This is an optimization exercise on Yosys and OpenROAD, whose aim is small area and a short achievable clock period, not a production implementation.
RTL that was checked went through simulation tests only; none was proved equivalent to the original.
The flow treats the clock pin as an ideal source, which a real chip does not have.
No activity file was given, so power comes from the tool's default toggle rates.

==> flow/design.v (excerpt) <==
module pe_mac #(
  parameter int WA       = 16,
  parameter int WB       = 16,
  parameter int ACCW     = 40,
  parameter int MULT_LAT = 1,
  parameter int ADD_LAT  = 0
) (
  input  logic                    clk,
  input  logic                    rst_n,
  input  logic                    in_valid,
  output logic                    in_ready,
  input  logic signed [WA-1:0]    a_in,
  input  logic signed [WB-1:0]    b_in,
  input  logic signed [ACCW-1:0]  psum_in,
  output logic                    out_valid,
  input  logic                    out_ready,
  output logic signed [WA-1:0]    a_out,
  output logic signed [WB-1:0]    b_out,
  output logic signed [ACCW-1:0]  psum_out
);
Size in the first run: roughly 180 flip-flops, ~150 I/O pins.
clock: 6.0 ns
lec_check: 0
cap_margin: 20
core_margin: 2
core_utilization: 40
slew_margin: 20
run.sh (not shown) runs the stock make flow with config.mk's settings and CLKGATE_MAP_FILE= SYNTH_SCRIPT=/design/flow/synth_recipe.tcl, a recipe that flattens the netlist after the stock synthesis.
Then changed:
- SETUP_SLACK_MARGIN: unset -> 3.0
The changed run completed with no timing, DRC or antenna violations.
Clock skew hardly moves.
Routed wire length rises by roughly a tenth.
Cell area increases by roughly a tenth.
Die area stays the same.
Power is higher by a few percent.
Non-clock buffer count rose by 102.
Fmax goes up by about a fifth.
Core utilization rose by 5.8 points.
Function was not checked in any run of this note: the RTL went through the layout flow alone.

---

Another version of the RTL of pe_mac (not shown whole).
For scale: ~1300 cells after synthesis, about 150 I/O pins.
export LEC_CHECK = 0
export ABC_AREA = 1
export CAP_MARGIN = 20
export CORE_MARGIN = 2
export CORE_UTILIZATION = 68
export CTS_BUF_LIST = sky130_fd_sc_hd__clkbuf_8
export SETUP_SLACK_MARGIN = 3.25
export SLEW_MARGIN = 20
export SYNTH_HIERARCHICAL = 1
export SYNTH_MINIMUM_KEEP_SIZE = 0
export TNS_END_PERCENT = 10
create_clock -name core_clock -period 6.0 [get_ports {clk}]
standard.sh (not shown) runs the stock make flow with config.mk's settings and CLKGATE_MAP_FILE= SYNTH_SCRIPT=/design/flow/synth_recipe.tcl, a recipe that flattens the netlist after the stock synthesis.
==> flow/flow/run.sh <==
#!/bin/bash
# Own flow: the standard layout (standard.sh, unchanged synthesis) with
#  - the port buffers made of the smallest buffer cell (buf_1), and
#  - useful skew for the internal M registers (flow/skew.tcl, run as the
#    PRE_CTS_TCL hook: it wraps clock_tree_synthesis and delays the clock of
#    Ms/Mc, which have no path from an input or to an output).
set -euo pipefail
here=$(pwd)
export BUFFER_PORTS_ARGS="-buffer_cell sky130_fd_sc_hd__buf_1"
export PRE_CTS_TCL="$here/flow/skew.tcl"

export SKEW_CELLS="clkbuf_2 clkbuf_4"
export CTS_ARGS="-sink_clustering_enable -repair_clock_nets -buf_list sky130_fd_sc_hd__clkbuf_8 -dont_use_dummy_load"
bash standard.sh > standard.log 2>&1
Other scripts of this flow, unchanged in this note and not shown: flow/flow/skew.tcl
The starting point finished clean.
==> next run, changes <==
Settings changed: CORE_UTILIZATION 68 to 76, SETUP_SLACK_MARGIN 3.25 to 3.15.
After rerunning: Core utilization increases by 8.5 points; maximum frequency goes down by about 6.6%; routed wire length went up by 23%; final cell count shrinks by 2.8%; final area decreases by 2.1%; via count grows by 11%; critical path depth came out lower by 4; area after synthesis is unchanged; global-route usage rose by 8.8 points; worst setup slack loses 0.20 ns.
==> next run, changes <==
Settings changed: CORE_UTILIZATION 76 to 55.
Die area grows by well over a third. Wire length shrinks by about a fifth. Sequential share of layout area drops by 0.52 points. Cell count came out higher by a few percent. Worst setup slack is better by 0.15 ns. Global-route usage is lower by 15 points. Core utilization is lower by 24 points. Power decreases by a little under a tenth. Synthesized area is unchanged. Maximum frequency grows by a few percent. First-iteration DRC count came out lower by well over a third.

---

== green ==
Another version of the RTL of pe_mac (not shown whole).
Size in the first run: roughly 180 flip-flops.
clock: 6.0 ns
lec_check: 0
abc_area: 1
cap_margin: 20
core_margin: 2
core_utilization: 40
cts_buf_list: sky130_fd_sc_hd__clkbuf_8
setup_slack_margin: 3.0
slew_margin: 20
synth_hierarchical: 1
synth_minimum_keep_size: 0
==> flow/flow/run.sh <==
#!/bin/bash
# Own flow: the standard layout (standard.sh, unchanged synthesis) with
#  - the port buffers made of the smallest buffer cell (buf_1), and
#  - useful skew for the internal M registers (flow/skew.tcl, run as the
#    PRE_CTS_TCL hook: it wraps clock_tree_synthesis and delays the clock of
#    Ms/Mc, which have no path from an input or to an output).
set -euo pipefail
here=$(pwd)
export BUFFER_PORTS_ARGS="-buffer_cell sky130_fd_sc_hd__buf_1"
export PRE_CTS_TCL="$here/flow/skew.tcl"

export SKEW_CELLS="clkbuf_2 clkbuf_2 clkbuf_2 clkbuf_4"
bash standard.sh > standard.log 2>&1
==> flow/flow/skew.tcl <==
# Useful skew for the register-to-register paths A,B -> M -> S: the clock of
# the M registers (Ms, Mc), whose D and Q pins connect only to other
# registers through logic, is delayed by a chain of clock buffers after CTS,
# so the multiply stage borrows time from the accumulate stage.
rename clock_tree_synthesis my_cts_orig
proc clock_tree_synthesis {args} {
  my_cts_orig {*}$args
  # buffer cells of the delay chain, from the tree's leaf net to the registers
  set cells [expr {[info exists ::env(SKEW_CELLS)] ? $::env(SKEW_CELLS) : "clkbuf_2 clkbuf_4"}]
  set groups [dict create]
  foreach inst [get_cells -quiet {Ms[* Mc[*}] {
    set pin [get_pins -of_objects $inst -filter "name==CLK"]
    set net [get_nets -of_objects $pin]
    dict lappend groups [get_full_name $net] [list $pin [sta::sta_to_db_inst $inst]]
  }
  set block [ord::get_db_block]
  set k 0
  dict for {netname items} $groups {
    set xs 0; set ys 0; set pins {}
    foreach it $items {
      lappend pins [lindex $it 0]
      set bb [[lindex $it 1] getBBox]
      set xs [expr {$xs + (([$bb xMin] + [$bb xMax]) / 2)}]; set ys [expr {$ys + (([$bb yMin] + [$bb yMax]) / 2)}]
    }
    set n [llength $pins]
    set dbu [$block getDbUnitsPerMicron]
    set loc [list [expr {$xs / $n / double($dbu)}] [expr {$ys / $n / double($dbu)}]]
    set cur $netname
    # a stronger last buffer for a large group keeps the clock pin slew low
    set big [expr {[info exists ::env(SKEW_BIG)] ? $::env(SKEW_BIG) : 6}]
    set chain $cells
    if {$n > $big} { set chain [lreplace $chain end end clkbuf_8] }
    set s 0
    foreach cell $chain {
      insert_buffer -buffer_cell sky130_fd_sc_hd__$cell -net $cur -load_pins $pins -location $loc \
        -buffer_name skewbuf_${k}_$s -net_name skewnet_${k}_$s
      incr s
      set cur [get_full_name [get_nets -of_objects [lindex $pins 0]]]
    }
    puts "skew: $n M register clock pins of $netname behind $chain"
    incr k
  }
}
green completed; timing, DRC and antenna clean
diff inputs: green => purple
# green
export LEC_CHECK = 0
export ABC_AREA = 1
export CAP_MARGIN = 20
export CORE_MARGIN = 2
export CORE_UTILIZATION = 40
export CTS_BUF_LIST = sky130_fd_sc_hd__clkbuf_8
export SETUP_SLACK_MARGIN = 3.0
export SLEW_MARGIN = 20
export SYNTH_HIERARCHICAL = 1
export SYNTH_MINIMUM_KEEP_SIZE = 0
create_clock -name core_clock -period 6.0 [get_ports {clk}]
# purple
export LEC_CHECK = 0
export ABC_AREA = 1
export CAP_MARGIN = 20
export CORE_MARGIN = 2
export CORE_UTILIZATION = 55
export CTS_BUF_LIST = sky130_fd_sc_hd__clkbuf_8
export SETUP_SLACK_MARGIN = 3.15
export SLEW_MARGIN = 20
export SYNTH_HIERARCHICAL = 1
export SYNTH_MINIMUM_KEEP_SIZE = 0
export TNS_END_PERCENT = 20
create_clock -name core_clock -period 6.0 [get_ports {clk}]
-- flow/flow/run.sh --
<<< green, line 10
export PRE_CTS_TCL="$here/flow/skew.tcl"

export SKEW_CELLS="clkbuf_2 clkbuf_2 clkbuf_2 clkbuf_4"
bash standard.sh > standard.log 2>&1
>>> purple, line 10
export PRE_CTS_TCL="$here/flow/skew.tcl"

export SKEW_CELLS="clkdlybuf4s25_1 clkbuf_4"
export CTS_ARGS="-sink_clustering_enable -repair_clock_nets -buf_list sky130_fd_sc_hd__clkbuf_8 -dont_use_dummy_load"
bash standard.sh > standard.log 2>&1
Final critical-path required period in purple is 0.042 ns below green.
Measured against each other, green and purple differ in total length of routed wires, the higher figure coming from green.
Comparing green against purple, there is no change at all in number of antenna violations at the first check in global routing.
The critical path launch point comes out Ms[11] in one run and A[5] in the other, namely in purple and green respectively.
green -> purple: placed cell count decreased by a few percent
green has lower utilization after layout than purple.
In purple, total combinational power is higher than in green.
Relative to green, purple improves worst relative slew slack.

static timing again, ports no longer ideal:
How much do the figures lean on ideal ports? The routed layouts below were timed once more, with nothing changed but the port constraints. Step 1, drivers: a clkbuf_16 drives clk and a buf_2 each remaining input, both assumed. Step 2, shift: input delay + t, output delay - t, t = (earliest + latest rising clock arrival at the registers) / 2. This alone moves slack from input paths to output paths. a / b / c = no drivers / after step 1 / after step 2; a / b = the first two.
run | shift t [ns] | setup slack, ns | hold WS [ns] | clock arrival spread, ns | worst register clock-pin slew, ns | worst slew at a driven data input, ns
the first run of note 1 | 0.505 | 1.747 / 1.747 / 1.747 | 0.433 / 0.433 / 0.433 | 0.018 / 0.018 | 0.08 / 0.08 | 0.10
the second run of note 1 | 0.505 | 2.537 / 2.537 / 2.537 | 0.445 / 0.445 / 0.445 | 0.016 / 0.016 | 0.08 / 0.08 | 0.06
the first run of note 2 | 0.615 | 3.159 / 3.159 / 2.830 | 0.377 / 0.377 / 0.377 | 0.292 / 0.292 | 0.10 / 0.10 | 0.05
the second run of note 2 | 0.599 | 2.960 / 2.960 / 2.424 | 0.457 / 0.457 / 0.457 | 0.289 / 0.289 | 0.11 / 0.11 | 0.05
the third run of note 2 | 0.600 | 3.111 / 3.111 / 2.920 | 0.411 / 0.411 / 0.411 | 0.300 / 0.300 | 0.10 / 0.10 | 0.04
green | 0.714 | 3.051 / 3.051 / 2.521 | 0.192 / 0.192 / 0.192 | 0.453 / 0.453 | 0.11 / 0.11 | 0.06
purple | 0.706 | 3.093 / 3.093 / 2.654 | 0.160 / 0.160 / 0.160 | 0.466 / 0.466 | 0.11 / 0.11 | 0.04
Clock arrivals are far apart in green and purple, so t is only a midpoint there and step 2 fits no single register. For the second run of note 2, which loses most, drivers alone change the setup slack by 0.000 ns; drivers and shift together by -0.536 ns.
